Background: an optimization exercise with open tools, aiming at small area and a short achievable clock period. Do not read the settings as production practice.
At most, simulation tests tie the RTL to the original design; equivalence was not proved.
No functional check of the RTL was part of run 1.

==> flow/design.v, too long to show whole: its modules and the start of the top module <==
// module multiplier_comb_reg: 20 lines
// module multiplier_comb: 2920 lines
// module mc_bseln: 6 lines
// module mc_bsel: 6 lines
// module mc_xnor2: 6 lines
// module mc_xor2: 6 lines
// module mc_xor3: 6 lines
// module mc_inv: 6 lines
// module mc_fa: 7 lines
// module mc_ha: 7 lines
// module mc_nand2: 6 lines
// module mc_nand2b: 6 lines
// module mc_nor2b: 6 lines
// module mc_nand3: 6 lines
// module mc_or2: 6 lines
// module mc_nor2: 6 lines
// module mc_o21ai: 6 lines
// module mc_a21oi: 6 lines
module multiplier_comb_reg (
    input  logic        CLK_i,
    input  logic [31:0] DIN1_i,
    input  logic [31:0] DIN2_i,
    output logic [63:0] DOUT_o
);
  // ...
==> flow/flow/run.sh <==
#!/bin/bash
# Own layout flow: the standard ORFS flow (standard.sh, unchanged synthesis,
# floorplan, power grid, placement, CTS and routing), except that the port
# buffers that buffer_ports inserts are plain sky130_fd_sc_hd__buf_1 cells
# rather than the clock-delay cells it picks by default.
set -euo pipefail
bash standard.sh "BUFFER_PORTS_ARGS=-buffer_cell sky130_fd_sc_hd__buf_1" finish > standard_flow.log 2>&1
==> flow/standard.sh <==
#!/bin/bash
# synth_recipe.tcl (not shown) runs the flow's synth.tcl, then flattens the netlist and writes it again
# the make line also repeats each setting of config.mk as NAME=value (left out here)
make -C /OpenROAD-flow-scripts/flow DESIGN_CONFIG=/design/flow/config.mk WORK_HOME=/design/flow/orfs CLKGATE_MAP_FILE= SYNTH_SCRIPT=/design/flow/synth_recipe.tcl "${@:-finish}"
==> flow/config.mk <==
export PLATFORM = sky130hd
export DESIGN_NAME = multiplier_comb_reg
export DESIGN_NICKNAME = multiplier_comb_reg
export VERILOG_FILES = /design/flow/design.v
export SDC_FILE = /design/flow/constraint.sdc
export NUM_CORES = 4
export LEC_CHECK = 0
export CAP_MARGIN = 20
export CORE_MARGIN = 2
export CORE_UTILIZATION = 40
export SLEW_MARGIN = 20
export SYNTH_HIERARCHICAL = 1
==> flow/constraint.sdc <==
create_clock -name core_clock -period 44.0 [get_ports {CLK_i}]
set_input_delay 8.8000 -clock core_clock [delete_from_list [all_inputs] [get_ports {CLK_i}]]
set_output_delay 8.8000 -clock core_clock [all_outputs]
set_load 0.01 [all_outputs]
==> flow_metrics.py, run 1 <==
metrics = {
    "critical_path": {
        "worstPathCellList": "buf_1",
        "worstPathMaxFanout": 1,
        "cp_data_required_time_ps": 35200,
        "cp-start-kind": "flop",
        "crit_path_end_kind": "output pin",
    },
    "routing": {
        "maxUsedRoutingLayer": "met4",
        "wl_mm": 72.9,
        "detail-route-antenna-nets": 0,
    },
    "place": {
        "dp_cells": 3032,
    },
    "floorplan": {
        "start_util": 0.406,
        "tap_cells": 756,
        "dieArea_um2": 59500,
        "pin_count": 129,
    },
    "yosys": {
        "synth_most_common_cell": "o22ai_1",
        "synth_cells": 2127,
        "synth-edff-count": 0,
        "avgSynthCellArea_um2": 10.8,
        "synth_simple_gate_area_frac": 0.0246,
        "synth_xor_area_frac": 0.235,
        "synth_top_area_cell": "fa_1",
        "yosysTopAreaCellShare": 0.367,
    },
    "grt": {
        "grt_usage": 0.250,
        "grt_pass1_wl_mm": 114,
        "gr-total-overflow": 0,
        "met1_usage": 0.301,
    },
    "timing": {
        "fmax_mhz": 102,
    },
    "cells_and_area": {
        "largest_reg_flops": 64,
        "fin_nets": 2889,
        "multi_input_area_um2": 20000,
    },
    "run_status": {
        "status": "finished clean",
    },
}
==> run 2: changes to the inputs <==
--- a/flow/design.v
+++ b/flow/design.v
@@ -2228,52 +2228,42 @@
     wire s2597, c2598;
     mc_ha u_2599 (.a(s2593), .b(c2588), .s(s2597), .co(c2598));
     wire s2600, c2601;
     mc_fa u_2602 (.a(pp15[30]), .b(sn14), .ci(c2594), .s(s2600), .co(c2601));
     wire s2603, c2604;
     mc_xnor2 u_2605 (.a(pp15[31]), .b(c2601), .y(s2603));
     mc_or2 u_2606 (.a(pp15[31]), .b(c2601), .y(c2604));
     wire [63:0] sm;
-    wire s2607, c2608;
-    mc_ha u_2609 (.a(cor0), .b(pp0[0]), .s(s2607), .co(c2608));
-    assign sm[0] = s2607;
-    wire s2610, c2611;
-    mc_ha u_2612 (.a(pp0[1]), .b(c2608), .s(s2610), .co(c2611));
-    assign sm[1] = s2610;
+    wire c2608;
+    mc_ha u_2609 (.a(cor0), .b(pp0[0]), .s(sm[0]), .co(c2608));
+    wire c2611;
+    mc_ha u_2612 (.a(pp0[1]), .b(c2608), .s(sm[1]), .co(c2611));
     wire p2613, g2614;
     mc_ha u_2615 (.a(pp1[0]), .b(s1150), .s(p2613), .co(g2614));
     wire p2616, g2617;
     mc_ha u_2618 (.a(c1151), .b(s1153), .s(p2616), .co(g2617));
     wire p2619, g2620;
     mc_ha u_2621 (.a(s1156), .b(s1159), .s(p2619), .co(g2620));
     wire p2622, g2623;
     mc_ha u_2624 (.a(c1160), .b(s1165), .s(p2622), .co(g2623));
-    wire n2625;
-    mc_xor2 u_2626 (.a(p2613), .b(c2611), .y(n2625));
-    assign sm[2] = n2625;
+    mc_xor2 u_2626 (.a(p2613), .b(c2611), .y(sm[2]));
     wire n2627;
     mc_a21oi u_2628 (.a1(p2613), .a2(c2611), .b1(g2614), .y(n2627));
-    wire n2629;
-    mc_xnor2 u_2630 (.a(p2616), .b(n2627), .y(n2629));
-    assign sm[3] = n2629;
+    mc_xnor2 u_2630 (.a(p2616), .b(n2627), .y(sm[3]));
     wire n2631;
     mc_a21oi u_2632 (.a1(p2616), .a2(g2614), .b1(g2617), .y(n2631));
     wire n2633;
     mc_nand3 u_2634 (.a(p2616), .b(p2613), .c(c2611), .y(n2633));
     wire n2635;
     mc_nand2 u_2636 (.a(n2631), .b(n2633), .y(n2635));
-    wire n2637;
-    mc_xor2 u_2638 (.a(p2619), .b(n2635), .y(n2637));
-    assign sm[4] = n2637;
+    mc_xor2 u_2638 (.a(p2619), .b(n2635), .y(sm[4]));
     wire n2639;
     mc_a21oi u_2640 (.a1(p2619), .a2(n2635), .b1(g2620), .y(n2639));
-    wire n2641;
-    mc_xnor2 u_2642 (.a(p2622), .b(n2639), .y(n2641));
-    assign sm[5] = n2641;
+    mc_xnor2 u_2642 (.a(p2622), .b(n2639), .y(sm[5]));
     wire n2643;
     mc_a21oi u_2644 (.a1(p2622), .a2(g2620), .b1(g2623), .y(n2643));
     wire n2645;
     mc_nand2 u_2646 (.a(p2622), .b(p2619), .y(n2645));
     wire n2647;
     mc_o21ai u_2648 (.a1(n2645), .a2(n2631), .b1(n2643), .y(n2647));
     wire n2649;
     mc_inv u_2650 (.a(n2647), .y(n2649));
@@ -2288,38 +2278,30 @@
     wire p2659, g2660;
     mc_ha u_2661 (.a(s1171), .b(s1174), .s(p2659), .co(g2660));
     wire p2662, g2663;
     mc_ha u_2664 (.a(c1175), .b(s1183), .s(p2662), .co(g2663));
     wire p2665, g2666;
     mc_ha u_2667 (.a(c1184), .b(s1195), .s(p2665), .co(g2666));
     wire p2668, g2669;
     mc_ha u_2670 (.a(s1204), .b(s1207), .s(p2668), .co(g2669));
-    wire n2671;
-    mc_xor2 u_2672 (.a(p2659), .b(n2657), .y(n2671));
-    assign sm[6] = n2671;
+    mc_xor2 u_2672 (.a(p2659), .b(n2657), .y(sm[6]));
     wire n2673;
     mc_a21oi u_2674 (.a1(p2659), .a2(n2657), .b1(g2660), .y(n2673));
-    wire n2675;
-    mc_xnor2 u_2676 (.a(p2662), .b(n2673), .y(n2675));
-    assign sm[7] = n2675;
+    mc_xnor2 u_2676 (.a(p2662), .b(n2673), .y(sm[7]));
     wire n2677;
     mc_a21oi u_2678 (.a1(p2662), .a2(g2660), .b1(g2663), .y(n2677));
     wire n2679;
     mc_nand3 u_2680 (.a(p2662), .b(p2659), .c(n2657), .y(n2679));
     wire n2681;
     mc_nand2 u_2682 (.a(n2677), .b(n2679), .y(n2681));
-    wire n2683;
-    mc_xor2 u_2684 (.a(p2665), .b(n2681), .y(n2683));
-    assign sm[8] = n2683;
+    mc_xor2 u_2684 (.a(p2665), .b(n2681), .y(sm[8]));
     wire n2685;
     mc_a21oi u_2686 (.a1(p2665), .a2(n2681), .b1(g2666), .y(n2685));
-    wire n2687;
-    mc_xnor2 u_2688 (.a(p2668), .b(n2685), .y(n2687));
-    assign sm[9] = n2687;
+    mc_xnor2 u_2688 (.a(p2668), .b(n2685), .y(sm[9]));
     wire n2689;
     mc_a21oi u_2690 (.a1(p2668), .a2(g2666), .b1(g2669), .y(n2689));
     wire n2691;
     mc_nand2 u_2692 (.a(p2668), .b(p2665), .y(n2691));
     wire n2693;
     mc_o21ai u_2694 (.a1(n2691), .a2(n2677), .b1(n2689), .y(n2693));
     wire n2695;
     mc_inv u_2696 (.a(n2693), .y(n2695));
@@ -2334,38 +2316,30 @@
     wire p2705, g2706;
     mc_ha u_2707 (.a(c1208), .b(s1222), .s(p2705), .co(g2706));
     wire p2708, g2709;
     mc_ha u_2710 (.a(c1223), .b(s1237), .s(p2708), .co(g2709));
     wire p2711, g2712;
     mc_ha u_2713 (.a(c1238), .b(s1255), .s(p2711), .co(g2712));
     wire p2714, g2715;
     mc_ha u_2716 (.a(s1270), .b(s1273), .s(p2714), .co(g2715));
-    wire n2717;
-    mc_xor2 u_2718 (.a(p2705), .b(n2703), .y(n2717));
-    assign sm[10] = n2717;
+    mc_xor2 u_2718 (.a(p2705), .b(n2703), .y(sm[10]));
     wire n2719;
     mc_a21oi u_2720 (.a1(p2705), .a2(n2703), .b1(g2706), .y(n2719));
-    wire n2721;
-    mc_xnor2 u_2722 (.a(p2708), .b(n2719), .y(n2721));
-    assign sm[11] = n2721;
+    mc_xnor2 u_2722 (.a(p2708), .b(n2719), .y(sm[11]));
     wire n2723;
     mc_a21oi u_2724 (.a1(p2708), .a2(g2706), .b1(g2709), .y(n2723));
     wire n2725;
     mc_nand3 u_2726 (.a(p2708), .b(p2705), .c(n2703), .y(n2725));
     wire n2727;
     mc_nand2 u_2728 (.a(n2723), .b(n2725), .y(n2727));
-    wire n2729;
-    mc_xor2 u_2730 (.a(p2711), .b(n2727), .y(n2729));
-    assign sm[12] = n2729;
+    mc_xor2 u_2730 (.a(p2711), .b(n2727), .y(sm[12]));
     wire n2731;
     mc_a21oi u_2732 (.a1(p2711), .a2(n2727), .b1(g2712), .y(n2731));
-    wire n2733;
-    mc_xnor2 u_2734 (.a(p2714), .b(n2731), .y(n2733));
-    assign sm[13] = n2733;
+    mc_xnor2 u_2734 (.a(p2714), .b(n2731), .y(sm[13]));
     wire n2735;
     mc_a21oi u_2736 (.a1(p2714), .a2(g2712), .b1(g2715), .y(n2735));
     wire n2737;
     mc_nand2 u_2738 (.a(p2714), .b(p2711), .y(n2737));
     wire n2739;
     mc_o21ai u_2740 (.a1(n2737), .a2(n2723), .b1(n2735), .y(n2739));
     wire n2741;
     mc_inv u_2742 (.a(n2739), .y(n2741));
@@ -2380,38 +2354,30 @@
     wire p2751, g2752;
     mc_ha u_2753 (.a(c1274), .b(s1294), .s(p2751), .co(g2752));
     wire p2754, g2755;
     mc_ha u_2756 (.a(c1295), .b(s1315), .s(p2754), .co(g2755));
     wire p2757, g2758;
     mc_ha u_2759 (.a(c1316), .b(s1339), .s(p2757), .co(g2758));
     wire p2760, g2761;
     mc_ha u_2762 (.a(c1340), .b(s1363), .s(p2760), .co(g2761));
-    wire n2763;
-    mc_xor2 u_2764 (.a(p2751), .b(n2749), .y(n2763));
-    assign sm[14] = n2763;
+    mc_xor2 u_2764 (.a(p2751), .b(n2749), .y(sm[14]));
     wire n2765;
     mc_a21oi u_2766 (.a1(p2751), .a2(n2749), .b1(g2752), .y(n2765));
-    wire n2767;
-    mc_xnor2 u_2768 (.a(p2754), .b(n2765), .y(n2767));
-    assign sm[15] = n2767;
+    mc_xnor2 u_2768 (.a(p2754), .b(n2765), .y(sm[15]));
     wire n2769;
     mc_a21oi u_2770 (.a1(p2754), .a2(g2752), .b1(g2755), .y(n2769));
     wire n2771;
     mc_nand3 u_2772 (.a(p2754), .b(p2751), .c(n2749), .y(n2771));
     wire n2773;
     mc_nand2 u_2774 (.a(n2769), .b(n2771), .y(n2773));
-    wire n2775;
-    mc_xor2 u_2776 (.a(p2757), .b(n2773), .y(n2775));
-    assign sm[16] = n2775;
+    mc_xor2 u_2776 (.a(p2757), .b(n2773), .y(sm[16]));
     wire n2777;
     mc_a21oi u_2778 (.a1(p2757), .a2(n2773), .b1(g2758), .y(n2777));
-    wire n2779;
-    mc_xnor2 u_2780 (.a(p2760), .b(n2777), .y(n2779));
-    assign sm[17] = n2779;
+    mc_xnor2 u_2780 (.a(p2760), .b(n2777), .y(sm[17]));
     wire n2781;
     mc_a21oi u_2782 (.a1(p2760), .a2(g2758), .b1(g2761), .y(n2781));
     wire n2783;
     mc_nand2 u_2784 (.a(p2760), .b(p2757), .y(n2783));
     wire n2785;
     mc_o21ai u_2786 (.a1(n2783), .a2(n2769), .b1(n2781), .y(n2785));
     wire n2787;
     mc_inv u_2788 (.a(n2785), .y(n2787));
@@ -2426,38 +2392,30 @@
     wire p2797, g2798;
     mc_ha u_2799 (.a(c1364), .b(s1390), .s(p2797), .co(g2798));
     wire p2800, g2801;
     mc_ha u_2802 (.a(s1414), .b(s1417), .s(p2800), .co(g2801));
     wire p2803, g2804;
     mc_ha u_2805 (.a(c1418), .b(s1447), .s(p2803), .co(g2804));
     wire p2806, g2807;
     mc_ha u_2808 (.a(c1448), .b(s1477), .s(p2806), .co(g2807));
-    wire n2809;
-    mc_xor2 u_2810 (.a(p2797), .b(n2795), .y(n2809));
-    assign sm[18] = n2809;
+    mc_xor2 u_2810 (.a(p2797), .b(n2795), .y(sm[18]));
     wire n2811;
     mc_a21oi u_2812 (.a1(p2797), .a2(n2795), .b1(g2798), .y(n2811));
-    wire n2813;
-    mc_xnor2 u_2814 (.a(p2800), .b(n2811), .y(n2813));
-    assign sm[19] = n2813;
+    mc_xnor2 u_2814 (.a(p2800), .b(n2811), .y(sm[19]));
     wire n2815;
     mc_a21oi u_2816 (.a1(p2800), .a2(g2798), .b1(g2801), .y(n2815));
     wire n2817;
     mc_nand3 u_2818 (.a(p2800), .b(p2797), .c(n2795), .y(n2817));
     wire n2819;
     mc_nand2 u_2820 (.a(n2815), .b(n2817), .y(n2819));
-    wire n2821;
-    mc_xor2 u_2822 (.a(p2803), .b(n2819), .y(n2821));
-    assign sm[20] = n2821;
+    mc_xor2 u_2822 (.a(p2803), .b(n2819), .y(sm[20]));
     wire n2823;
     mc_a21oi u_2824 (.a1(p2803), .a2(n2819), .b1(g2804), .y(n2823));
-    wire n2825;
-    mc_xnor2 u_2826 (.a(p2806), .b(n2823), .y(n2825));
-    assign sm[21] = n2825;
+    mc_xnor2 u_2826 (.a(p2806), .b(n2823), .y(sm[21]));
     wire n2827;
     mc_a21oi u_2828 (.a1(p2806), .a2(g2804), .b1(g2807), .y(n2827));
     wire n2829;
     mc_nand2 u_2830 (.a(p2806), .b(p2803), .y(n2829));
     wire n2831;
     mc_o21ai u_2832 (.a1(n2829), .a2(n2815), .b1(n2827), .y(n2831));
     wire n2833;
     mc_inv u_2834 (.a(n2831), .y(n2833));
@@ -2472,38 +2430,30 @@
     wire p2843, g2844;
     mc_ha u_2845 (.a(c1478), .b(s1510), .s(p2843), .co(g2844));
     wire p2846, g2847;
     mc_ha u_2848 (.a(c1511), .b(s1543), .s(p2846), .co(g2847));
     wire p2849, g2850;
     mc_ha u_2851 (.a(c1544), .b(s1579), .s(p2849), .co(g2850));
     wire p2852, g2853;
     mc_ha u_2854 (.a(c1580), .b(s1615), .s(p2852), .co(g2853));
-    wire n2855;
-    mc_xor2 u_2856 (.a(p2843), .b(n2841), .y(n2855));
-    assign sm[22] = n2855;
+    mc_xor2 u_2856 (.a(p2843), .b(n2841), .y(sm[22]));
     wire n2857;
     mc_a21oi u_2858 (.a1(p2843), .a2(n2841), .b1(g2844), .y(n2857));
-    wire n2859;
-    mc_xnor2 u_2860 (.a(p2846), .b(n2857), .y(n2859));
-    assign sm[23] = n2859;
+    mc_xnor2 u_2860 (.a(p2846), .b(n2857), .y(sm[23]));
     wire n2861;
     mc_a21oi u_2862 (.a1(p2846), .a2(g2844), .b1(g2847), .y(n2861));
     wire n2863;
     mc_nand3 u_2864 (.a(p2846), .b(p2843), .c(n2841), .y(n2863));
     wire n2865;
     mc_nand2 u_2866 (.a(n2861), .b(n2863), .y(n2865));
-    wire n2867;
-    mc_xor2 u_2868 (.a(p2849), .b(n2865), .y(n2867));
-    assign sm[24] = n2867;
+    mc_xor2 u_2868 (.a(p2849), .b(n2865), .y(sm[24]));
     wire n2869;
     mc_a21oi u_2870 (.a1(p2849), .a2(n2865), .b1(g2850), .y(n2869));
-    wire n2871;
-    mc_xnor2 u_2872 (.a(p2852), .b(n2869), .y(n2871));
-    assign sm[25] = n2871;
+    mc_xnor2 u_2872 (.a(p2852), .b(n2869), .y(sm[25]));
     wire n2873;
     mc_a21oi u_2874 (.a1(p2852), .a2(g2850), .b1(g2853), .y(n2873));
     wire n2875;
     mc_nand2 u_2876 (.a(p2852), .b(p2849), .y(n2875));
     wire n2877;
     mc_o21ai u_2878 (.a1(n2875), .a2(n2861), .b1(n2873), .y(n2877));
     wire n2879;
     mc_inv u_2880 (.a(n2877), .y(n2879));
@@ -2518,38 +2468,30 @@
     wire p2889, g2890;
     mc_ha u_2891 (.a(c1616), .b(s1654), .s(p2889), .co(g2890));
     wire p2892, g2893;
     mc_ha u_2894 (.a(c1655), .b(s1693), .s(p2892), .co(g2893));
     wire p2895, g2896;
     mc_ha u_2897 (.a(s1732), .b(s1735), .s(p2895), .co(g2896));
     wire p2898, g2899;
     mc_ha u_2900 (.a(c1736), .b(s1777), .s(p2898), .co(g2899));
-    wire n2901;
-    mc_xor2 u_2902 (.a(p2889), .b(n2887), .y(n2901));
-    assign sm[26] = n2901;
+    mc_xor2 u_2902 (.a(p2889), .b(n2887), .y(sm[26]));
     wire n2903;
     mc_a21oi u_2904 (.a1(p2889), .a2(n2887), .b1(g2890), .y(n2903));
-    wire n2905;
-    mc_xnor2 u_2906 (.a(p2892), .b(n2903), .y(n2905));
-    assign sm[27] = n2905;
+    mc_xnor2 u_2906 (.a(p2892), .b(n2903), .y(sm[27]));
     wire n2907;
     mc_a21oi u_2908 (.a1(p2892), .a2(g2890), .b1(g2893), .y(n2907));
     wire n2909;
     mc_nand3 u_2910 (.a(p2892), .b(p2889), .c(n2887), .y(n2909));
     wire n2911;
     mc_nand2 u_2912 (.a(n2907), .b(n2909), .y(n2911));
-    wire n2913;
-    mc_xor2 u_2914 (.a(p2895), .b(n2911), .y(n2913));
-    assign sm[28] = n2913;
+    mc_xor2 u_2914 (.a(p2895), .b(n2911), .y(sm[28]));
     wire n2915;
     mc_a21oi u_2916 (.a1(p2895), .a2(n2911), .b1(g2896), .y(n2915));
-    wire n2917;
-    mc_xnor2 u_2918 (.a(p2898), .b(n2915), .y(n2917));
-    assign sm[29] = n2917;
+    mc_xnor2 u_2918 (.a(p2898), .b(n2915), .y(sm[29]));
     wire n2919;
     mc_a21oi u_2920 (.a1(p2898), .a2(g2896), .b1(g2899), .y(n2919));
     wire n2921;
     mc_nand2 u_2922 (.a(p2898), .b(p2895), .y(n2921));
     wire n2923;
     mc_o21ai u_2924 (.a1(n2921), .a2(n2907), .b1(n2919), .y(n2923));
     wire n2925;
     mc_inv u_2926 (.a(n2923), .y(n2925));
@@ -2564,38 +2506,30 @@
     wire p2935, g2936;
     mc_ha u_2937 (.a(c1778), .b(s1822), .s(p2935), .co(g2936));
     wire p2938, g2939;
     mc_ha u_2940 (.a(c1823), .b(s1867), .s(p2938), .co(g2939));
     wire p2941, g2942;
     mc_ha u_2943 (.a(c1868), .b(s1912), .s(p2941), .co(g2942));
     wire p2944, g2945;
     mc_ha u_2946 (.a(c1913), .b(s1957), .s(p2944), .co(g2945));
-    wire n2947;
-    mc_xor2 u_2948 (.a(p2935), .b(n2933), .y(n2947));
-    assign sm[30] = n2947;
+    mc_xor2 u_2948 (.a(p2935), .b(n2933), .y(sm[30]));
     wire n2949;
     mc_a21oi u_2950 (.a1(p2935), .a2(n2933), .b1(g2936), .y(n2949));
-    wire n2951;
-    mc_xnor2 u_2952 (.a(p2938), .b(n2949), .y(n2951));
-    assign sm[31] = n2951;
+    mc_xnor2 u_2952 (.a(p2938), .b(n2949), .y(sm[31]));
     wire n2953;
     mc_a21oi u_2954 (.a1(p2938), .a2(g2936), .b1(g2939), .y(n2953));
     wire n2955;
     mc_nand3 u_2956 (.a(p2938), .b(p2935), .c(n2933), .y(n2955));
     wire n2957;
     mc_nand2 u_2958 (.a(n2953), .b(n2955), .y(n2957));
-    wire n2959;
-    mc_xor2 u_2960 (.a(p2941), .b(n2957), .y(n2959));
-    assign sm[32] = n2959;
+    mc_xor2 u_2960 (.a(p2941), .b(n2957), .y(sm[32]));
     wire n2961;
     mc_a21oi u_2962 (.a1(p2941), .a2(n2957), .b1(g2942), .y(n2961));
-    wire n2963;
-    mc_xnor2 u_2964 (.a(p2944), .b(n2961), .y(n2963));
-    assign sm[33] = n2963;
+    mc_xnor2 u_2964 (.a(p2944), .b(n2961), .y(sm[33]));
     wire n2965;
     mc_a21oi u_2966 (.a1(p2944), .a2(g2942), .b1(g2945), .y(n2965));
     wire n2967;
     mc_nand2 u_2968 (.a(p2944), .b(p2941), .y(n2967));
     wire n2969;
     mc_o21ai u_2970 (.a1(n2967), .a2(n2953), .b1(n2965), .y(n2969));
     wire n2971;
     mc_inv u_2972 (.a(n2969), .y(n2971));
@@ -2610,38 +2544,30 @@
     wire p2981, g2982;
     mc_ha u_2983 (.a(c1958), .b(s2002), .s(p2981), .co(g2982));
     wire p2984, g2985;
     mc_ha u_2986 (.a(c2003), .b(s2045), .s(p2984), .co(g2985));
     wire p2987, g2988;
     mc_ha u_2989 (.a(s2084), .b(c2046), .s(p2987), .co(g2988));
     wire p2990, g2991;
     mc_ha u_2992 (.a(s2124), .b(c2085), .s(p2990), .co(g2991));
-    wire n2993;
-    mc_xor2 u_2994 (.a(p2981), .b(n2979), .y(n2993));
-    assign sm[34] = n2993;
+    mc_xor2 u_2994 (.a(p2981), .b(n2979), .y(sm[34]));
     wire n2995;
     mc_a21oi u_2996 (.a1(p2981), .a2(n2979), .b1(g2982), .y(n2995));
-    wire n2997;
-    mc_xnor2 u_2998 (.a(p2984), .b(n2995), .y(n2997));
-    assign sm[35] = n2997;
+    mc_xnor2 u_2998 (.a(p2984), .b(n2995), .y(sm[35]));
     wire n2999;
     mc_a21oi u_3000 (.a1(p2984), .a2(g2982), .b1(g2985), .y(n2999));
     wire n3001;
     mc_nand3 u_3002 (.a(p2984), .b(p2981), .c(n2979), .y(n3001));
     wire n3003;
     mc_nand2 u_3004 (.a(n2999), .b(n3001), .y(n3003));
-    wire n3005;
-    mc_xor2 u_3006 (.a(p2987), .b(n3003), .y(n3005));
-    assign sm[36] = n3005;
+    mc_xor2 u_3006 (.a(p2987), .b(n3003), .y(sm[36]));
     wire n3007;
     mc_a21oi u_3008 (.a1(p2987), .a2(n3003), .b1(g2988), .y(n3007));
-    wire n3009;
-    mc_xnor2 u_3010 (.a(p2990), .b(n3007), .y(n3009));
-    assign sm[37] = n3009;
+    mc_xnor2 u_3010 (.a(p2990), .b(n3007), .y(sm[37]));
     wire n3011;
     mc_a21oi u_3012 (.a1(p2990), .a2(g2988), .b1(g2991), .y(n3011));
     wire n3013;
     mc_nand2 u_3014 (.a(p2990), .b(p2987), .y(n3013));
     wire n3015;
     mc_o21ai u_3016 (.a1(n3013), .a2(n2999), .b1(n3011), .y(n3015));
     wire n3017;
     mc_inv u_3018 (.a(n3015), .y(n3017));
@@ -2656,38 +2582,30 @@
     wire p3027, g3028;
     mc_ha u_3029 (.a(c2125), .b(s2160), .s(p3027), .co(g3028));
     wire p3030, g3031;
     mc_ha u_3032 (.a(s2197), .b(c2161), .s(p3030), .co(g3031));
     wire p3033, g3034;
     mc_ha u_3035 (.a(c2198), .b(s2230), .s(p3033), .co(g3034));
     wire p3036, g3037;
     mc_ha u_3038 (.a(s2264), .b(c2231), .s(p3036), .co(g3037));
-    wire n3039;
-    mc_xor2 u_3040 (.a(p3027), .b(n3025), .y(n3039));
-    assign sm[38] = n3039;
+    mc_xor2 u_3040 (.a(p3027), .b(n3025), .y(sm[38]));
     wire n3041;
     mc_a21oi u_3042 (.a1(p3027), .a2(n3025), .b1(g3028), .y(n3041));
-    wire n3043;
-    mc_xnor2 u_3044 (.a(p3030), .b(n3041), .y(n3043));
-    assign sm[39] = n3043;
+    mc_xnor2 u_3044 (.a(p3030), .b(n3041), .y(sm[39]));
     wire n3045;
     mc_a21oi u_3046 (.a1(p3030), .a2(g3028), .b1(g3031), .y(n3045));
     wire n3047;
     mc_nand3 u_3048 (.a(p3030), .b(p3027), .c(n3025), .y(n3047));
     wire n3049;
     mc_nand2 u_3050 (.a(n3045), .b(n3047), .y(n3049));
-    wire n3051;
-    mc_xor2 u_3052 (.a(p3033), .b(n3049), .y(n3051));
-    assign sm[40] = n3051;
+    mc_xor2 u_3052 (.a(p3033), .b(n3049), .y(sm[40]));
     wire n3053;
     mc_a21oi u_3054 (.a1(p3033), .a2(n3049), .b1(g3034), .y(n3053));
-    wire n3055;
-    mc_xnor2 u_3056 (.a(p3036), .b(n3053), .y(n3055));
-    assign sm[41] = n3055;
+    mc_xnor2 u_3056 (.a(p3036), .b(n3053), .y(sm[41]));
     wire n3057;
     mc_a21oi u_3058 (.a1(p3036), .a2(g3034), .b1(g3037), .y(n3057));
     wire n3059;
     mc_nand2 u_3060 (.a(p3036), .b(p3033), .y(n3059));
     wire n3061;
     mc_o21ai u_3062 (.a1(n3059), .a2(n3045), .b1(n3057), .y(n3061));
     wire n3063;
     mc_inv u_3064 (.a(n3061), .y(n3063));
@@ -2702,38 +2620,30 @@
     wire p3073, g3074;
     mc_ha u_3075 (.a(c2265), .b(s2294), .s(p3073), .co(g3074));
     wire p3076, g3077;
     mc_ha u_3078 (.a(s2325), .b(c2295), .s(p3076), .co(g3077));
     wire p3079, g3080;
     mc_ha u_3081 (.a(c2326), .b(s2352), .s(p3079), .co(g3080));
     wire p3082, g3083;
     mc_ha u_3084 (.a(s2380), .b(c2353), .s(p3082), .co(g3083));
-    wire n3085;
-    mc_xor2 u_3086 (.a(p3073), .b(n3071), .y(n3085));
-    assign sm[42] = n3085;
+    mc_xor2 u_3086 (.a(p3073), .b(n3071), .y(sm[42]));
     wire n3087;
     mc_a21oi u_3088 (.a1(p3073), .a2(n3071), .b1(g3074), .y(n3087));
-    wire n3089;
-    mc_xnor2 u_3090 (.a(p3076), .b(n3087), .y(n3089));
-    assign sm[43] = n3089;
+    mc_xnor2 u_3090 (.a(p3076), .b(n3087), .y(sm[43]));
     wire n3091;
     mc_a21oi u_3092 (.a1(p3076), .a2(g3074), .b1(g3077), .y(n3091));
     wire n3093;
     mc_nand3 u_3094 (.a(p3076), .b(p3073), .c(n3071), .y(n3093));
     wire n3095;
     mc_nand2 u_3096 (.a(n3091), .b(n3093), .y(n3095));
-    wire n3097;
-    mc_xor2 u_3098 (.a(p3079), .b(n3095), .y(n3097));
-    assign sm[44] = n3097;
+    mc_xor2 u_3098 (.a(p3079), .b(n3095), .y(sm[44]));
     wire n3099;
     mc_a21oi u_3100 (.a1(p3079), .a2(n3095), .b1(g3080), .y(n3099));
-    wire n3101;
-    mc_xnor2 u_3102 (.a(p3082), .b(n3099), .y(n3101));
-    assign sm[45] = n3101;
+    mc_xnor2 u_3102 (.a(p3082), .b(n3099), .y(sm[45]));
     wire n3103;
     mc_a21oi u_3104 (.a1(p3082), .a2(g3080), .b1(g3083), .y(n3103));
     wire n3105;
     mc_nand2 u_3106 (.a(p3082), .b(p3079), .y(n3105));
     wire n3107;
     mc_o21ai u_3108 (.a1(n3105), .a2(n3091), .b1(n3103), .y(n3107));
     wire n3109;
     mc_inv u_3110 (.a(n3107), .y(n3109));
@@ -2748,38 +2658,30 @@
     wire p3119, g3120;
     mc_ha u_3121 (.a(c2381), .b(s2404), .s(p3119), .co(g3120));
     wire p3122, g3123;
     mc_ha u_3124 (.a(s2429), .b(c2405), .s(p3122), .co(g3123));
     wire p3125, g3126;
     mc_ha u_3127 (.a(c2430), .b(s2450), .s(p3125), .co(g3126));
     wire p3128, g3129;
     mc_ha u_3130 (.a(s2472), .b(c2451), .s(p3128), .co(g3129));
-    wire n3131;
-    mc_xor2 u_3132 (.a(p3119), .b(n3117), .y(n3131));
-    assign sm[46] = n3131;
+    mc_xor2 u_3132 (.a(p3119), .b(n3117), .y(sm[46]));
     wire n3133;
     mc_a21oi u_3134 (.a1(p3119), .a2(n3117), .b1(g3120), .y(n3133));
-    wire n3135;
-    mc_xnor2 u_3136 (.a(p3122), .b(n3133), .y(n3135));
-    assign sm[47] = n3135;
+    mc_xnor2 u_3136 (.a(p3122), .b(n3133), .y(sm[47]));
     wire n3137;
     mc_a21oi u_3138 (.a1(p3122), .a2(g3120), .b1(g3123), .y(n3137));
     wire n3139;
     mc_nand3 u_3140 (.a(p3122), .b(p3119), .c(n3117), .y(n3139));
     wire n3141;
     mc_nand2 u_3142 (.a(n3137), .b(n3139), .y(n3141));
-    wire n3143;
-    mc_xor2 u_3144 (.a(p3125), .b(n3141), .y(n3143));
-    assign sm[48] = n3143;
+    mc_xor2 u_3144 (.a(p3125), .b(n3141), .y(sm[48]));
     wire n3145;
     mc_a21oi u_3146 (.a1(p3125), .a2(n3141), .b1(g3126), .y(n3145));
-    wire n3147;
-    mc_xnor2 u_3148 (.a(p3128), .b(n3145), .y(n3147));
-    assign sm[49] = n3147;
+    mc_xnor2 u_3148 (.a(p3128), .b(n3145), .y(sm[49]));
     wire n3149;
     mc_a21oi u_3150 (.a1(p3128), .a2(g3126), .b1(g3129), .y(n3149));
     wire n3151;
     mc_nand2 u_3152 (.a(p3128), .b(p3125), .y(n3151));
     wire n3153;
     mc_o21ai u_3154 (.a1(n3151), .a2(n3137), .b1(n3149), .y(n3153));
     wire n3155;
     mc_inv u_3156 (.a(n3153), .y(n3155));
@@ -2794,38 +2696,30 @@
     wire p3165, g3166;
     mc_ha u_3167 (.a(c2473), .b(s2490), .s(p3165), .co(g3166));
     wire p3168, g3169;
     mc_ha u_3170 (.a(s2509), .b(c2491), .s(p3168), .co(g3169));
     wire p3171, g3172;
     mc_ha u_3173 (.a(c2510), .b(s2524), .s(p3171), .co(g3172));
     wire p3174, g3175;
     mc_ha u_3176 (.a(s2540), .b(c2525), .s(p3174), .co(g3175));
-    wire n3177;
-    mc_xor2 u_3178 (.a(p3165), .b(n3163), .y(n3177));
-    assign sm[50] = n3177;
+    mc_xor2 u_3178 (.a(p3165), .b(n3163), .y(sm[50]));
     wire n3179;
     mc_a21oi u_3180 (.a1(p3165), .a2(n3163), .b1(g3166), .y(n3179));
-    wire n3181;
-    mc_xnor2 u_3182 (.a(p3168), .b(n3179), .y(n3181));
-    assign sm[51] = n3181;
+    mc_xnor2 u_3182 (.a(p3168), .b(n3179), .y(sm[51]));
     wire n3183;
     mc_a21oi u_3184 (.a1(p3168), .a2(g3166), .b1(g3169), .y(n3183));
     wire n3185;
     mc_nand3 u_3186 (.a(p3168), .b(p3165), .c(n3163), .y(n3185));
     wire n3187;
     mc_nand2 u_3188 (.a(n3183), .b(n3185), .y(n3187));
-    wire n3189;
-    mc_xor2 u_3190 (.a(p3171), .b(n3187), .y(n3189));
-    assign sm[52] = n3189;
+    mc_xor2 u_3190 (.a(p3171), .b(n3187), .y(sm[52]));
     wire n3191;
     mc_a21oi u_3192 (.a1(p3171), .a2(n3187), .b1(g3172), .y(n3191));
-    wire n3193;
-    mc_xnor2 u_3194 (.a(p3174), .b(n3191), .y(n3193));
-    assign sm[53] = n3193;
+    mc_xnor2 u_3194 (.a(p3174), .b(n3191), .y(sm[53]));
     wire n3195;
     mc_a21oi u_3196 (.a1(p3174), .a2(g3172), .b1(g3175), .y(n3195));
     wire n3197;
     mc_nand2 u_3198 (.a(p3174), .b(p3171), .y(n3197));
     wire n3199;
     mc_o21ai u_3200 (.a1(n3197), .a2(n3183), .b1(n3195), .y(n3199));
     wire n3201;
     mc_inv u_3202 (.a(n3199), .y(n3201));
@@ -2840,38 +2734,30 @@
     wire p3211, g3212;
     mc_ha u_3213 (.a(c2541), .b(s2552), .s(p3211), .co(g3212));
     wire p3214, g3215;
     mc_ha u_3216 (.a(s2565), .b(c2553), .s(p3214), .co(g3215));
     wire p3217, g3218;
     mc_ha u_3219 (.a(c2566), .b(s2574), .s(p3217), .co(g3218));
     wire p3220, g3221;
     mc_ha u_3222 (.a(s2584), .b(c2575), .s(p3220), .co(g3221));
-    wire n3223;
-    mc_xor2 u_3224 (.a(p3211), .b(n3209), .y(n3223));
-    assign sm[54] = n3223;
+    mc_xor2 u_3224 (.a(p3211), .b(n3209), .y(sm[54]));
     wire n3225;
     mc_a21oi u_3226 (.a1(p3211), .a2(n3209), .b1(g3212), .y(n3225));
-    wire n3227;
-    mc_xnor2 u_3228 (.a(p3214), .b(n3225), .y(n3227));
-    assign sm[55] = n3227;
+    mc_xnor2 u_3228 (.a(p3214), .b(n3225), .y(sm[55]));
     wire n3229;
     mc_a21oi u_3230 (.a1(p3214), .a2(g3212), .b1(g3215), .y(n3229));
     wire n3231;
     mc_nand3 u_3232 (.a(p3214), .b(p3211), .c(n3209), .y(n3231));
     wire n3233;
     mc_nand2 u_3234 (.a(n3229), .b(n3231), .y(n3233));
-    wire n3235;
-    mc_xor2 u_3236 (.a(p3217), .b(n3233), .y(n3235));
-    assign sm[56] = n3235;
+    mc_xor2 u_3236 (.a(p3217), .b(n3233), .y(sm[56]));
     wire n3237;
     mc_a21oi u_3238 (.a1(p3217), .a2(n3233), .b1(g3218), .y(n3237));
-    wire n3239;
-    mc_xnor2 u_3240 (.a(p3220), .b(n3237), .y(n3239));
-    assign sm[57] = n3239;
+    mc_xnor2 u_3240 (.a(p3220), .b(n3237), .y(sm[57]));
     wire n3241;
     mc_a21oi u_3242 (.a1(p3220), .a2(g3218), .b1(g3221), .y(n3241));
     wire n3243;
     mc_nand2 u_3244 (.a(p3220), .b(p3217), .y(n3243));
     wire n3245;
     mc_o21ai u_3246 (.a1(n3243), .a2(n3229), .b1(n3241), .y(n3245));
     wire n3247;
     mc_inv u_3248 (.a(n3245), .y(n3247));
@@ -2884,38 +2770,30 @@
     wire n3255;
     mc_nand2 u_3256 (.a(n3247), .b(n3253), .y(n3255));
     wire p3257, g3258;
     mc_ha u_3259 (.a(c2585), .b(s2590), .s(p3257), .co(g3258));
     wire p3260, g3261;
     mc_ha u_3262 (.a(s2597), .b(c2591), .s(p3260), .co(g3261));
     wire p3263, g3264;
     mc_ha u_3265 (.a(s2600), .b(c2598), .s(p3263), .co(g3264));
-    wire n3266;
-    mc_xor2 u_3267 (.a(p3257), .b(n3255), .y(n3266));
-    assign sm[58] = n3266;
+    mc_xor2 u_3267 (.a(p3257), .b(n3255), .y(sm[58]));
     wire n3268;
     mc_a21oi u_3269 (.a1(p3257), .a2(n3255), .b1(g3258), .y(n3268));
-    wire n3270;
-    mc_xnor2 u_3271 (.a(p3260), .b(n3268), .y(n3270));
-    assign sm[59] = n3270;
+    mc_xnor2 u_3271 (.a(p3260), .b(n3268), .y(sm[59]));
     wire n3272;
     mc_a21oi u_3273 (.a1(p3260), .a2(g3258), .b1(g3261), .y(n3272));
     wire n3274;
     mc_nand3 u_3275 (.a(p3260), .b(p3257), .c(n3255), .y(n3274));
     wire n3276;
     mc_nand2 u_3277 (.a(n3272), .b(n3274), .y(n3276));
-    wire n3278;
-    mc_xor2 u_3279 (.a(p3263), .b(n3276), .y(n3278));
-    assign sm[60] = n3278;
+    mc_xor2 u_3279 (.a(p3263), .b(n3276), .y(sm[60]));
     wire n3280;
     mc_a21oi u_3281 (.a1(p3263), .a2(n3276), .b1(g3264), .y(n3280));
-    wire n3282;
-    mc_xnor2 u_3283 (.a(s2603), .b(n3280), .y(n3282));
-    assign sm[61] = n3282;
+    mc_xnor2 u_3283 (.a(s2603), .b(n3280), .y(sm[61]));
     wire n3284;
     mc_nand2 u_3285 (.a(s2603), .b(g3264), .y(n3284));
     wire n3286;
     mc_nand2 u_3287 (.a(s2603), .b(p3263), .y(n3286));
     wire n3288;
     mc_o21ai u_3289 (.a1(n3286), .a2(n3272), .b1(n3284), .y(n3288));
     wire n3290;
     mc_inv u_3291 (.a(n3288), .y(n3290));
@@ -2924,26 +2802,22 @@
     wire n3294;
     mc_nor2 u_3295 (.a(n3286), .b(n3292), .y(n3294));
     wire n3296;
     mc_nand2 u_3297 (.a(n3294), .b(n3255), .y(n3296));
     wire n3298;
     mc_nand2 u_3299 (.a(n3290), .b(n3296), .y(n3298));
     wire p3300, g3301;
     mc_ha u_3302 (.a(sn15), .b(c2604), .s(p3300), .co(g3301));
-    wire n3303;
-    mc_xor2 u_3304 (.a(p3300), .b(n3298), .y(n3303));
-    assign sm[62] = n3303;
+    mc_xor2 u_3304 (.a(p3300), .b(n3298), .y(sm[62]));
     wire n3305;
     mc_a21oi u_3306 (.a1(p3300), .a2(n3298), .b1(g3301), .y(n3305));
     wire n3307;
     mc_inv u_3308 (.a(n3305), .y(n3307));
-    wire n3309;
-    mc_inv u_3310 (.a(n3307), .y(n3309));
-    assign sm[63] = n3309;
+    mc_inv u_3310 (.a(n3307), .y(sm[63]));
     assign DOUT_o = sm;
 endmodule
 module mc_bseln (
     input  logic u0, on, u1, tn,
     output logic ppn
 );
     assign ppn = (u0 | on) & (u1 | tn);
 endmodule
==> flow/flow/run.sh (replaced) <==
#!/bin/bash
# Own layout flow: the standard ORFS flow (standard.sh: the standard
# synthesis, floorplan, power grid, placement, CTS and routing) with two changes:
#  1. after synthesis, combinational cells that ABC's speed script up-sized
#     (the design has no timing pressure at the design's period) go back to
#     their smallest drive strength; repair_design re-sizes any that need it.
#     Flip-flops are left exactly as synthesis made them.
#  2. the port buffers that buffer_ports inserts are plain buf_1 cells rather
#     than the clock-delay cells it picks by default.
set -euo pipefail
R=orfs/results/sky130hd/multiplier_comb_reg/base
bash standard.sh synth > synth.log 2>&1
cp $R/1_2_yosys.v synth_netlist_orig.v
sed -E -i \
  -e 's/\bsky130_fd_sc_hd__(a21oi|a21boi|a22oi|a211oi|o211ai|o21ai|nor2b|nand2b|nor2|nand2|nor3|nand3|inv|xor2|xnor2|o22ai|a21o|o21a|or2|and2)_(2|4|8)\b/sky130_fd_sc_hd__\1_1/g' \
  $R/1_2_yosys.v
diff synth_netlist_orig.v $R/1_2_yosys.v > downsize.diff || true
touch $R/1_2_yosys.v
bash standard.sh "BUFFER_PORTS_ARGS=-buffer_cell sky130_fd_sc_hd__buf_1" finish > layout.log 2>&1
==> flow/config.mk (replaced) <==
export PLATFORM = sky130hd
export DESIGN_NAME = multiplier_comb_reg
export DESIGN_NICKNAME = multiplier_comb_reg
export VERILOG_FILES = /design/flow/design.v
export SDC_FILE = /design/flow/constraint.sdc
export NUM_CORES = 4
export LEC_CHECK = 0
export CAP_MARGIN = 20
export CORE_MARGIN = 2
export CORE_UTILIZATION = 40
export CTS_BUF_LIST = sky130_fd_sc_hd__clkbuf_8
export CTS_CLUSTER_SIZE = 16
export SLEW_MARGIN = 20
export SYNTH_HIERARCHICAL = 1
==> flow_metrics.py, run 2 <==
metrics = {
    "timing": {
        "slew_viol_final": 0,
        "tns_ps": 0,
        "fin_crit_sh": 0.224,
        "hold_slack_ps": 871,
        "rsz0062_at_grt": "false",
        "skew_ps": 24.4,
        "final-setup-viol-count": 0,
        "finalHoldViolations": 0,
        "fmax_mhz": 101,
        "worst_slew_pin_slew_ps": 1070,
        "period_minus_slack_ps": 9870,
        "relSlewSlack": 0.285,
    },
    "grt": {
        "grt_pass1_vias": 20100,
        "antenna_found_initial": 0,
        "grt_usage": 0.260,
        "gr-total-overflow": 0,
        "grt_max_degree": 35,
        "grt_pass1_wl_mm": 113,
    },
    "cells_and_area": {
        "largest_reg_flops": 64,
        "top_register": "DOUT_o",
        "reg_top3": "DOUT_o x64, din1_q x32, din2_q x32",
        "final_common_cell": "o22ai_1",
        "area_growth_syn_to_layout_pct": 11.6,
        "antenna_cells_inserted": 0,
        "fin_cells": 3057,
        "drive_gt1_frac": 0.0576,
        "layout_common_cells": "o22ai_1, fa_1, xor2_1",
        "fin_nets": 2890,
    },
    "clocking": {
        "hold_buffers": 0,
        "cts_sinks": 128,
        "htreeDepth": 4,
        "cts_buffers": 17,
        "cts.clk_slew.worst_paths_ps": 90,
        "cts_setup_buffers": 0,
        "tritoncts": "built",
        "clk_latency_ps": 580,
        "clockBufferDepth": 2,
        "cts-resized-gates": 0,
        "root_buffer": "clkbuf_8",
    },
    "yosys": {
        "synth.cell_area_um2": 22200,
        "avgSynthCellArea_um2": 10.8,
        "ys_warn_count": 7,
        "syn-num-nets": 2657,
        "synth_cells": 2063,
    },
    "floorplan": {
        "die_w_um": 240,
        "pin_count": 129,
        "start_util": 0.404,
        "dieArea_um2": 57500,
        "dieHeight_um": 240,
        "rows": 86,
        "coreArea_um2": 55100,
    },
    "routing": {
        "wl_mm": 72.6,
        "wl_per_cell_um": 23.8,
        "drtIter0Drc": 2014,
        "first_pass_iters": 7,
        "vias": 18700,
        "via_per_inst": 6.11,
        "detail-route-antenna-nets": 0,
        "route.detailed.drc": 0,
    },
    "place": {
        "io_buffers": 128,
        "gp_congestion": 0.947,
        "dp_cells": 3025,
        "dp_hpwl_mm": 55.0,
    },
    "hold_path": {
        "hold_path_end": "DOUT_o[0]",
        "min_path_type": "flop to flop",
        "min-delay-start": "din2_q[1]",
        "whs_path_depth": 2,
    },
    "critical_path": {
        "crit_path_end_kind": "output pin",
        "cp_slowest_cell": "dfxtp_1",
        "worstPathCellList": "buf_1",
        "cp.arrival_ps": 1070,
        "slowest_delay_ps": 330,
        "crit_type": "flop to output pin",
        "path_buf_inv": 1,
        "cp-start-kind": "flop",
        "reg2reg_depth": 36,
        "cp_data_required_time_ps": 35200,
        "worstPathMaxFanout": 1,
        "r2r_start": "din2_q[5]",
        "cp_top_family": "flip-flops",
        "rrSetupSlack_ps": 35550,
        "r2r_end": "DOUT_o[61]",
    },
    "flow_run": {
        "drv_cap": 0,
    },
    "run_status": {
        "status": "finished clean",
    },
}
[run 2: worst max-delay path by stage]
stage / from / endpoint / cells past startpoint
final: DOUT_o[7] / DOUT_o[7] / 1
after floorplan: DOUT_o[0] / DOUT_o[0] / 0
after detailed placement: DOUT_o[4] / DOUT_o[4] / 1
after global placement: DOUT_o[49] / DOUT_o[49] / 1
after global routing: DOUT_o[26] / DOUT_o[26] / 1
after CTS: DOUT_o[30] / DOUT_o[30] / 1
[run 2: layout make-up]
type	count	area, µm²
sequential	128	2560
multi-input combinational	1901	19700
inverter	34	128
fill	5305	30300
clock inverter	15	166
clock buffer	17	234
tap	748	936
timing repair buffer	214	1130
[run 2: layer usage]
metal  vias to the layer above  track usage  routed length [µm]
met5                         -            0                   0
met4                         0        0.120                3140
met3                       241       0.0552                6760
met2                      1141        0.435               35300
met1                      9289        0.322               27500
li1                       8015            -                   -
[run 2: per-stage QoR]
| step | setup WS, ps | instance area [µm²] | utilization |
|---|---|---|---|
| floorplan | 34870 | 22200 | - |
| finish | 34130 | 24800 | 0.451 |
| global route | 34060 | 24800 | 0.451 |
| CTS | 34060 | 24800 | 0.451 |
| detailed placement | 34740 | 24400 | 0.443 |
| global placement | 34760 | 24400 | 0.443 |
==> run 3: changes to the inputs <==
--- a/flow/config.mk
+++ b/flow/config.mk
@@ -8,7 +8,5 @@
 export CAP_MARGIN = 20
 export CORE_MARGIN = 2
 export CORE_UTILIZATION = 40
-export CTS_BUF_LIST = sky130_fd_sc_hd__clkbuf_8
-export CTS_CLUSTER_SIZE = 16
 export SLEW_MARGIN = 20
 export SYNTH_HIERARCHICAL = 1
==> flow_metrics.py, run 3 <==
metrics = {
    "clocking": {
        "clk_latency_ps": 490,
        "cts_buffers": 17,
        "tritoncts": "built",
        "root_buffer": "clkbuf_16",
        "htreeDepth": 4,
        "cts_setup_buffers": 0,
        "hold_buffers": 0,
        "clockBufferDepth": 2,
        "cts_sinks": 128,
        "cts-resized-gates": 0,
        "cts.clk_slew.worst_paths_ps": 70,
    },
    "floorplan": {
        "rows": 86,
        "pin_count": 129,
        "coreArea_um2": 55100,
        "dieHeight_um": 240,
        "dieArea_um2": 57500,
        "die_w_um": 240,
        "start_util": 0.404,
    },
    "cells_and_area": {
        "top_register": "DOUT_o",
        "reg_top3": "DOUT_o x64, din1_q x32, din2_q x32",
        "antenna_cells_inserted": 0,
        "drive_gt1_frac": 0.0576,
        "area_growth_syn_to_layout_pct": 12.5,
        "layout_common_cells": "o22ai_1, fa_1, xor2_1",
        "largest_reg_flops": 64,
        "design_area_um2": 25000,
        "final_common_cell": "o22ai_1",
        "utilization": 0.454,
        "fin_nets": 2890,
        "fill_cells": 5282,
    },
    "timing": {
        "relSlewSlack": 0.285,
        "fmax_mhz": 102,
        "worst_slew_pin_slew_ps": 1070,
        "finalHoldViolations": 0,
        "final-setup-viol-count": 0,
        "fin_crit_sh": 0.222,
        "skew_ps": 26.3,
        "period_minus_slack_ps": 9770,
        "tns_ps": 0,
        "rsz0062_at_grt": "false",
        "slew_viol_final": 0,
    },
    "routing": {
        "drtIter0Drc": 2108,
        "route.detailed.drc": 0,
        "vias": 18600,
        "first_pass_iters": 6,
        "wl_mm": 72.8,
        "wl_per_cell_um": 23.8,
        "detail-route-antenna-nets": 0,
        "via_per_inst": 6.07,
    },
    "critical_path": {
        "crit_path_end_kind": "output pin",
        "cp.arrival_ps": 970,
        "crit_type": "flop to output pin",
        "path_buf_inv": 1,
        "worstPathCellList": "buf_1",
        "cp_data_required_time_ps": 35200,
        "cp_top_family": "flip-flops",
        "cp-start-kind": "flop",
        "cp_slowest_cell": "dfxtp_1",
        "slowest_delay_ps": 320,
        "worstPathMaxFanout": 1,
    },
    "grt": {
        "grt_max_degree": 35,
        "antenna_found_initial": 0,
        "gr-total-overflow": 0,
        "grt_usage": 0.260,
        "grt_pass1_wl_mm": 113,
        "grt_pass1_vias": 20200,
    },
    "hold_path": {
        "min_path_type": "flop to flop",
    },
    "yosys": {
        "synth.cell_area_um2": 22200,
        "syn-num-nets": 2657,
        "ys_warn_count": 7,
        "synth_cells": 2063,
        "avgSynthCellArea_um2": 10.8,
    },
    "place": {
        "io_buffers": 128,
        "dp_hpwl_mm": 55.0,
        "placed_area_um2": 24400,
        "gp_congestion": 0.947,
    },
    "run_status": {
        "status": "finished clean",
    },
    "flow_run": {
        "drv_cap": 0,
    },
}
-- run 3: changes by cell type in the layout (fill, tap and decap cells not counted) --
cell,delta
clkbuf_16,+17
clkbuf_8,-17
-- run 3: area by class of cell --
cell class / instances / area [µm²] / share of cell area
clock buffer: 17 / 425 / 0.0170
multi-input combinational: 1901 / 19700 / 0.786
timing repair buffer: 214 / 1130 / 0.0450
clock inverter: 15 / 166 / 0.00665
tap: 748 / 936 / 0.0374
sequential: 128 / 2560 / 0.102
inverter: 34 / 128 / 0.00510
-- run 3: metrics by stage --
stage	worst slack, ps	hold slack [ps]	instances
6_report	34230	862	3057
5_1_grt	34180	913	3057
4_1_cts	34170	868	3057
3_5_place_dp	34740	849	3025
3_3_place_gp	34760	877	3025
2_1_floorplan	34870	888	2063
-- run 3: path summary, 6_finish.rpt --
check | from | end | slack [ps] | cells after the start
min | din2_q[1] | DOUT_o[0] | 860 | 2
max reg2reg | din2_q[5] | DOUT_o[61] | 35570 | 36
max | DOUT_o[7] | DOUT_o[7] | 34230 | 1
min reg2reg | din2_q[1] | DOUT_o[0] | 860 | 2
-- run 3: per-layer routing --
layer | part of all wire | up-vias | track usage
met4 | 0.043 | 0 | 0.124
li1 | - | 8006 | -
met2 | 0.49 | 1065 | 0.435
met1 | 0.39 | 9262 | 0.321
met3 | 0.084 | 230 | 0.0509
met5 | 0 | - | 0
==> run 4: changes to the inputs <==
--- a/flow/config.mk
+++ b/flow/config.mk
@@ -8,5 +8,8 @@
 export CAP_MARGIN = 20
 export CORE_MARGIN = 2
 export CORE_UTILIZATION = 40
+export CTS_BUF_LIST = sky130_fd_sc_hd__clkbuf_4 sky130_fd_sc_hd__clkbuf_8
+export CTS_CLUSTER_DIAMETER = 200
+export CTS_CLUSTER_SIZE = 32
 export SLEW_MARGIN = 20
 export SYNTH_HIERARCHICAL = 1
==> flow_metrics.py, run 4 <==
metrics = {
    "run_status": {
        "status": "finished clean",
    },
    "timing": {
        "fmax_mhz": 101,
        "period_minus_slack_ps": 9870,
        "tns_ps": 0,
        "rsz0062_at_grt": "false",
        "slew_viol_final": 0,
        "setup_ws_ps": 34130,
        "final-setup-viol-count": 0,
        "hold_slack_ps": 871,
        "fin_crit_sh": 0.224,
        "finalHoldViolations": 0,
        "worst_slew_pin_slew_ps": 1070,
        "relSlewSlack": 0.285,
        "skew_ps": 24.4,
    },
    "clocking": {
        "tritoncts": "built",
        "root_buffer": "clkbuf_8",
        "hold_buffers": 0,
        "cts.clk_slew.worst_paths_ps": 90,
        "cts_setup_buffers": 0,
        "cts-resized-gates": 0,
        "htreeDepth": 4,
        "cts_sinks": 128,
        "clk_latency_ps": 580,
        "cts_buffers": 17,
        "clockBufferDepth": 2,
    },
    "critical_path": {
        "path_buf_inv": 1,
        "cp-start-kind": "flop",
        "cp_data_required_time_ps": 35200,
        "crit_type": "flop to output pin",
        "crit_path_end_kind": "output pin",
        "cp_slowest_cell": "dfxtp_1",
        "slowest_delay_ps": 330,
        "cp_top_family": "flip-flops",
        "cp.arrival_ps": 1070,
        "worstPathCellList": "buf_1",
        "worstPathMaxFanout": 1,
    },
    "grt": {
        "antenna_found_initial": 0,
        "grt_usage": 0.260,
        "grt_pass1_wl_mm": 113,
        "gr-total-overflow": 0,
        "grt_max_degree": 35,
        "grt_pass1_vias": 20100,
    },
    "cells_and_area": {
        "multi_input_area_um2": 19700,
        "fill_cells": 5305,
        "layout_common_cells": "o22ai_1, fa_1, xor2_1",
        "antenna_cells_inserted": 0,
        "drive_gt1_frac": 0.0576,
        "top_register": "DOUT_o",
        "final_common_cell": "o22ai_1",
        "design_area_um2": 24800,
        "reg_top3": "DOUT_o x64, din1_q x32, din2_q x32",
        "fin_nets": 2890,
        "largest_reg_flops": 64,
        "regArea_um2": 2560,
        "fin_cells": 3057,
        "area_growth_syn_to_layout_pct": 11.6,
    },
    "routing": {
        "detail-route-antenna-nets": 0,
        "vias": 18700,
        "first_pass_iters": 7,
        "drtIter0Drc": 2014,
        "wl_per_cell_um": 23.8,
        "wl_mm": 72.6,
        "via_per_inst": 6.11,
        "route.detailed.drc": 0,
    },
    "hold_path": {
        "min_path_type": "flop to flop",
    },
    "place": {
        "placed_area_um2": 24400,
        "dp_hpwl_mm": 55.0,
        "place_ws_ps": 34740,
        "gp_congestion": 0.947,
        "io_buffers": 128,
        "dp_cells": 3025,
    },
    "yosys": {
        "synth.cell_area_um2": 22200,
        "avgSynthCellArea_um2": 10.8,
        "syn-num-nets": 2657,
        "ys_warn_count": 7,
        "synth_cells": 2063,
    },
    "floorplan": {
        "start_util": 0.404,
        "rows": 86,
        "pin_count": 129,
        "dieHeight_um": 240,
        "dieArea_um2": 57500,
        "coreArea_um2": 55100,
        "die_w_um": 240,
    },
    "flow_run": {
        "drv_cap": 0,
    },
}
==> run 4: area by class of cell <==
type                    instances  area share
multi-input cells            1901       0.793
clock inverters                15     0.00670
well taps                     748      0.0377
flip-flops and latches        128       0.103
inverters                      34     0.00514
clock buffers                  17     0.00942
repair buffers                214      0.0453
==> run 4: path summary, 6_finish.rpt <==
path	slack, ps	start	cells past startpoint	endpoint
min	870	din2_q[1]	2	DOUT_o[0]
max	34130	DOUT_o[7]	1	DOUT_o[7]
max reg2reg	35550	din2_q[5]	36	DOUT_o[61]
min reg2reg	870	din2_q[1]	2	DOUT_o[0]
==> run 4: layer usage <==
| metal | global-route usage | wire, µm | up-vias |
|---|---|---|---|
| li1 | - | - | 8015 |
| met1 | 0.322 | 27500 | 9289 |
| met5 | 0 | 0 | - |
| met2 | 0.435 | 35300 | 1141 |
| met3 | 0.0552 | 6760 | 241 |
| met4 | 0.120 | 3140 | 0 |
==> run 4: metrics by stage <==
step	util
finish	0.451
global route	0.451
CTS	0.451
detailed placement	0.443
global placement	0.443
floorplan	-
==> run 4: worst reg2reg max path, delay by kind of cell (launching register included) <==
kind / cells / cell delay (ps)
XOR/XNOR: 2 / 340
AO/OA/AOI/OAI: 3 / 460
AND/OR/NAND/NOR: 19 / 2770
adder cells (fa/ha/maj): 8 / 3310
flip-flops: 1 / 330
buffers and inverters: 4 / 1130
==> run 5: changes to the inputs <==
==> flow/flow/run.sh (replaced) <==
#!/bin/bash
# Own layout flow: the standard ORFS flow (standard.sh: the standard
# synthesis, floorplan, power grid, placement, CTS and routing) with two changes:
#  1. between synthesis and floorplan, flow/post_synth.py re-sizes cells in the
#     synthesized netlist (drive strengths only; cell functions and flip-flop
#     cell types and names are kept);
#  2. the port buffers that buffer_ports inserts are plain buf_1 cells rather
#     than the clock-delay cells it picks by default.
set -euo pipefail
R=orfs/results/sky130hd/multiplier_comb_reg/base
bash standard.sh synth > synth.log 2>&1
cp $R/1_2_yosys.v synth_netlist_orig.v
python3 flow/post_synth.py $R/1_2_yosys.v > post_synth.log 2>&1
diff synth_netlist_orig.v $R/1_2_yosys.v > post_synth.diff || true
touch $R/1_2_yosys.v
bash standard.sh "BUFFER_PORTS_ARGS=-buffer_cell sky130_fd_sc_hd__buf_1" finish > layout.log 2>&1
==> flow/flow/post_synth.py (new file) <==
#!/usr/bin/env python3
"""Re-size cells in the standard synthesis netlist before the layout.

- Combinational cells that ABC's speed script up-sized go back to their
  smallest drive strength (the problem's period puts no pressure on them);
  repair_design later re-sizes any that need it for slew or capacitance.
- The operand flip-flops, which drive many partial-product gates each, get
  drive strength 2 (same cell type, dfxtp), so repair_design does not have to
  add a buffer after each of them.
Usage: post_synth.py NETLIST (edited in place)."""
import re, sys

path = sys.argv[1]
txt = open(path).read()
small = ("a21oi a21boi a22oi a211oi o211ai o21ai nor2b nand2b nor2 nand2 nor3 nand3 "
         "xor2 xnor2 o22ai a21o o21a or2 and2").split()
n1 = 0
def down(m):
    global n1
    n1 += 1
    return f"sky130_fd_sc_hd__{m.group(1)}_1 "
txt = re.sub(r"\bsky130_fd_sc_hd__(" + "|".join(small) + r")_(2|4|8) ", down, txt)
n2 = 0
def ff(m):
    global n2
    n2 += 1
    return "sky130_fd_sc_hd__dfxtp_2 " + m.group(1)
txt = re.sub(r"\bsky130_fd_sc_hd__dfxtp_1 (\\din[12]_q\[\d+\]\$_DFF_P_ )", ff, txt)
open(path, "w").write(txt)
print(f"post_synth: {n1} cells down-sized, {n2} operand flip-flops set to dfxtp_2")
--- a/flow/config.mk
+++ b/flow/config.mk
@@ -8,8 +8,5 @@
 export CAP_MARGIN = 20
 export CORE_MARGIN = 2
 export CORE_UTILIZATION = 40
-export CTS_BUF_LIST = sky130_fd_sc_hd__clkbuf_4 sky130_fd_sc_hd__clkbuf_8
-export CTS_CLUSTER_DIAMETER = 200
-export CTS_CLUSTER_SIZE = 32
 export SLEW_MARGIN = 20
 export SYNTH_HIERARCHICAL = 1
==> flow_metrics.py, run 5 <==
metrics = {
    "run_status": {
        "status": "finished clean",
    },
    "clocking": {
        "cts_buffers": 17,
        "cts.clk_slew.worst_paths_ps": 60,
        "cts_setup_buffers": 0,
        "hold_buffers": 0,
        "htreeDepth": 4,
        "cts-resized-gates": 0,
        "cts_sinks": 128,
        "clk_latency_ps": 490,
        "root_buffer": "clkbuf_16",
        "tritoncts": "built",
        "clockBufferDepth": 2,
    },
    "routing": {
        "drtIter0Drc": 2114,
        "via_per_inst": 6.13,
        "vias": 18500,
        "wl_per_cell_um": 24.1,
        "first_pass_iters": 7,
        "wl_mm": 72.8,
        "route.detailed.drc": 0,
        "detail-route-antenna-nets": 0,
    },
    "critical_path": {
        "reg2reg_depth": 35,
        "path_buf_inv": 1,
        "cp-start-kind": "flop",
        "cp_slowest_cell": "dfxtp_1",
        "cp_data_required_time_ps": 35200,
        "worstPathMaxFanout": 1,
        "r2r_start": "din2_q[5]",
        "r2r_end": "DOUT_o[61]",
        "cp.depth": 1,
        "cp.arrival_ps": 950,
        "crit_path_end_kind": "output pin",
        "slowest_delay_ps": 320,
        "crit_type": "flop to output pin",
        "cp_top_family": "flip-flops",
        "cp-startpoint": "DOUT_o[8]",
        "worstPathCellList": "buf_1",
        "rrSetupSlack_ps": 35350,
    },
    "floorplan": {
        "dieHeight_um": 240,
        "rows": 86,
        "dieArea_um2": 57700,
        "start_util": 0.405,
        "pin_count": 129,
        "coreArea_um2": 55100,
        "die_w_um": 240,
    },
    "cells_and_area": {
        "area_growth_syn_to_layout_pct": 11.0,
        "largest_reg_flops": 64,
        "fill_cells": 5283,
        "final_common_cell": "o22ai_1",
        "fin_nets": 2846,
        "layout_common_cells": "o22ai_1, fa_1, xor2_1",
        "regArea_um2": 2640,
        "reg_top3": "DOUT_o x64, din1_q x32, din2_q x32",
        "antenna_cells_inserted": 0,
        "top_register": "DOUT_o",
        "fin_cells": 3013,
        "multi_input_area_um2": 19700,
        "drive_gt1_frac": 0.0675,
    },
    "grt": {
        "grt_pass1_wl_mm": 112,
        "gr-total-overflow": 0,
        "antenna_found_initial": 0,
        "grt_usage": 0.259,
        "grt_pass1_vias": 19900,
        "grt_max_degree": 35,
    },
    "place": {
        "io_buffers": 128,
        "gp_congestion": 0.922,
        "dp_cells": 2981,
        "dp_hpwl_mm": 55.1,
    },
    "timing": {
        "rsz0062_at_grt": "false",
        "worst_slew_pin_slew_ps": 1100,
        "period_minus_slack_ps": 9750,
        "tns_ps": 0,
        "final-setup-viol-count": 0,
        "skew_ps": 14.6,
        "finalHoldViolations": 0,
        "fin_crit_sh": 0.222,
        "slew_viol_final": 0,
        "relSlewSlack": 0.268,
        "fmax_mhz": 103,
    },
    "yosys": {
        "yosys_area_um2": 22500,
        "synth_seq_cells": 128,
        "synth_most_common_cell": "o22ai_1",
        "yosysSeqAreaShare": 0.114,
        "avgSynthCellArea_um2": 10.8,
        "synth.cell_area_um2": 22300,
        "synth_area_leaders": "fa_1, o22ai_1, xnor2_1",
        "synth_cells": 2063,
        "syn-num-nets": 2657,
        "ys_warn_count": 7,
    },
    "hold_path": {
        "min-delay-start": "din2_q[1]",
        "whs_path_depth": 1,
        "min_path_type": "flop to flop",
        "hold_path_end": "DOUT_o[0]",
    },
    "flow_run": {
        "drv_cap": 0,
    },
}
run 5: final cells by class:
class | instances | area share
clock inverter | 15 | 0.00667
multi-input combinational | 1901 | 0.794
tap | 748 | 0.0378
inverter | 34 | 0.00515
clock buffer | 17 | 0.0172
timing repair buffer | 170 | 0.0321
sequential | 128 | 0.107
run 5: through the flow:
step	hold slack [ps]	util	instance area, µm²	setup WS (ps)
2_1_floorplan	798	-	22300	34870
3_3_place_gp	915	0.439	24200	34760
3_5_place_dp	915	0.439	24200	34750
4_1_cts	930	0.450	24800	34180
5_1_grt	958	0.450	24800	34180
6_report	923	0.450	24800	34250
run 5: worst max path at each step:
stage                  to  slack (ps)
2_1_floorplan   DOUT_o[0]       34870
3_3_place_gp   DOUT_o[49]       34760
3_5_place_dp   DOUT_o[13]       34750
4_1_cts        DOUT_o[13]       34180
5_1_grt        DOUT_o[21]       34180
6_report        DOUT_o[8]       34250
run 5: metal layers:
layer,share of wire,track usage,wire [µm]
met5,0,0,0
met3,0.086,0.0556,6280
met1,0.38,0.314,27800
met4,0.044,0.125,3190
met2,0.49,0.437,35500
run 5: kinds of logic after synthesis:
logic type / count (synthesis) / synth area share
AND/OR/NAND/NOR: 136 / 0.0252
buffers and inverters: 34 / 0.00566
XOR/XNOR: 617 / 0.240
flip-flops: 128 / 0.114
adder cells (fa/ha/maj): 529 / 0.434
AO/OA/AOI/OAI: 619 / 0.181
run 5: Yosys stat by module, one instance, submodules excluded, a selection:
module     flip-flops and latches  cells inside  cell area (µm²)  copies in the design
mc_a21oi                        0             1             8.76                    75
mc_inv                          0             1             3.75                    34
mc_xnor2                        0             1             8.76                   315
mc_o21ai                        0             1             5.00                    15
mc_nand2b                       0             1             6.26                     1
mc_xor2                         0             1             8.76                   302

separate check: timing with driven ports:
How much do the figures lean on ideal ports? The routed layouts below were timed once more, with nothing changed but the port constraints. Step 1 sets driving cells, clkbuf_16 on the clock port and buf_2 on the other inputs (assumed; they add their load-dependent delay and slew). Step 2 adds t to the input delays and takes it off the output delays; t is the mean of the earliest and latest rising clock arrival at the registers after step 1. Input paths then give back, and output paths get back, about the clock's delay inside the block. Slacks: ideal / step 1 / step 2; pairs: ideal / step 1.
run	t (ns)	slack for setup (ns)	hold slack, ns	worst setup path at the end	latest minus earliest clock arrival (ns)
run 1	0.553	34.223 / 34.166 / 34.719	0.855 / 0.855 / 0.855	register to output	0.021 / 0.021
run 2	0.624	34.131 / 34.078 / 34.702	0.871 / 0.871 / 0.871	register to output	0.024 / 0.024
run 3	0.540	34.226 / 34.167 / 34.707	0.862 / 0.862 / 0.862	register to output	0.026 / 0.027
run 4	0.624	34.131 / 34.078 / 34.702	0.871 / 0.871 / 0.871	register to output	0.024 / 0.024
run 5	0.544	34.246 / 34.183 / 34.726	0.923 / 0.923 / 0.923	register to output	0.015 / 0.015
After both steps setup and hold are still met in every run listed.
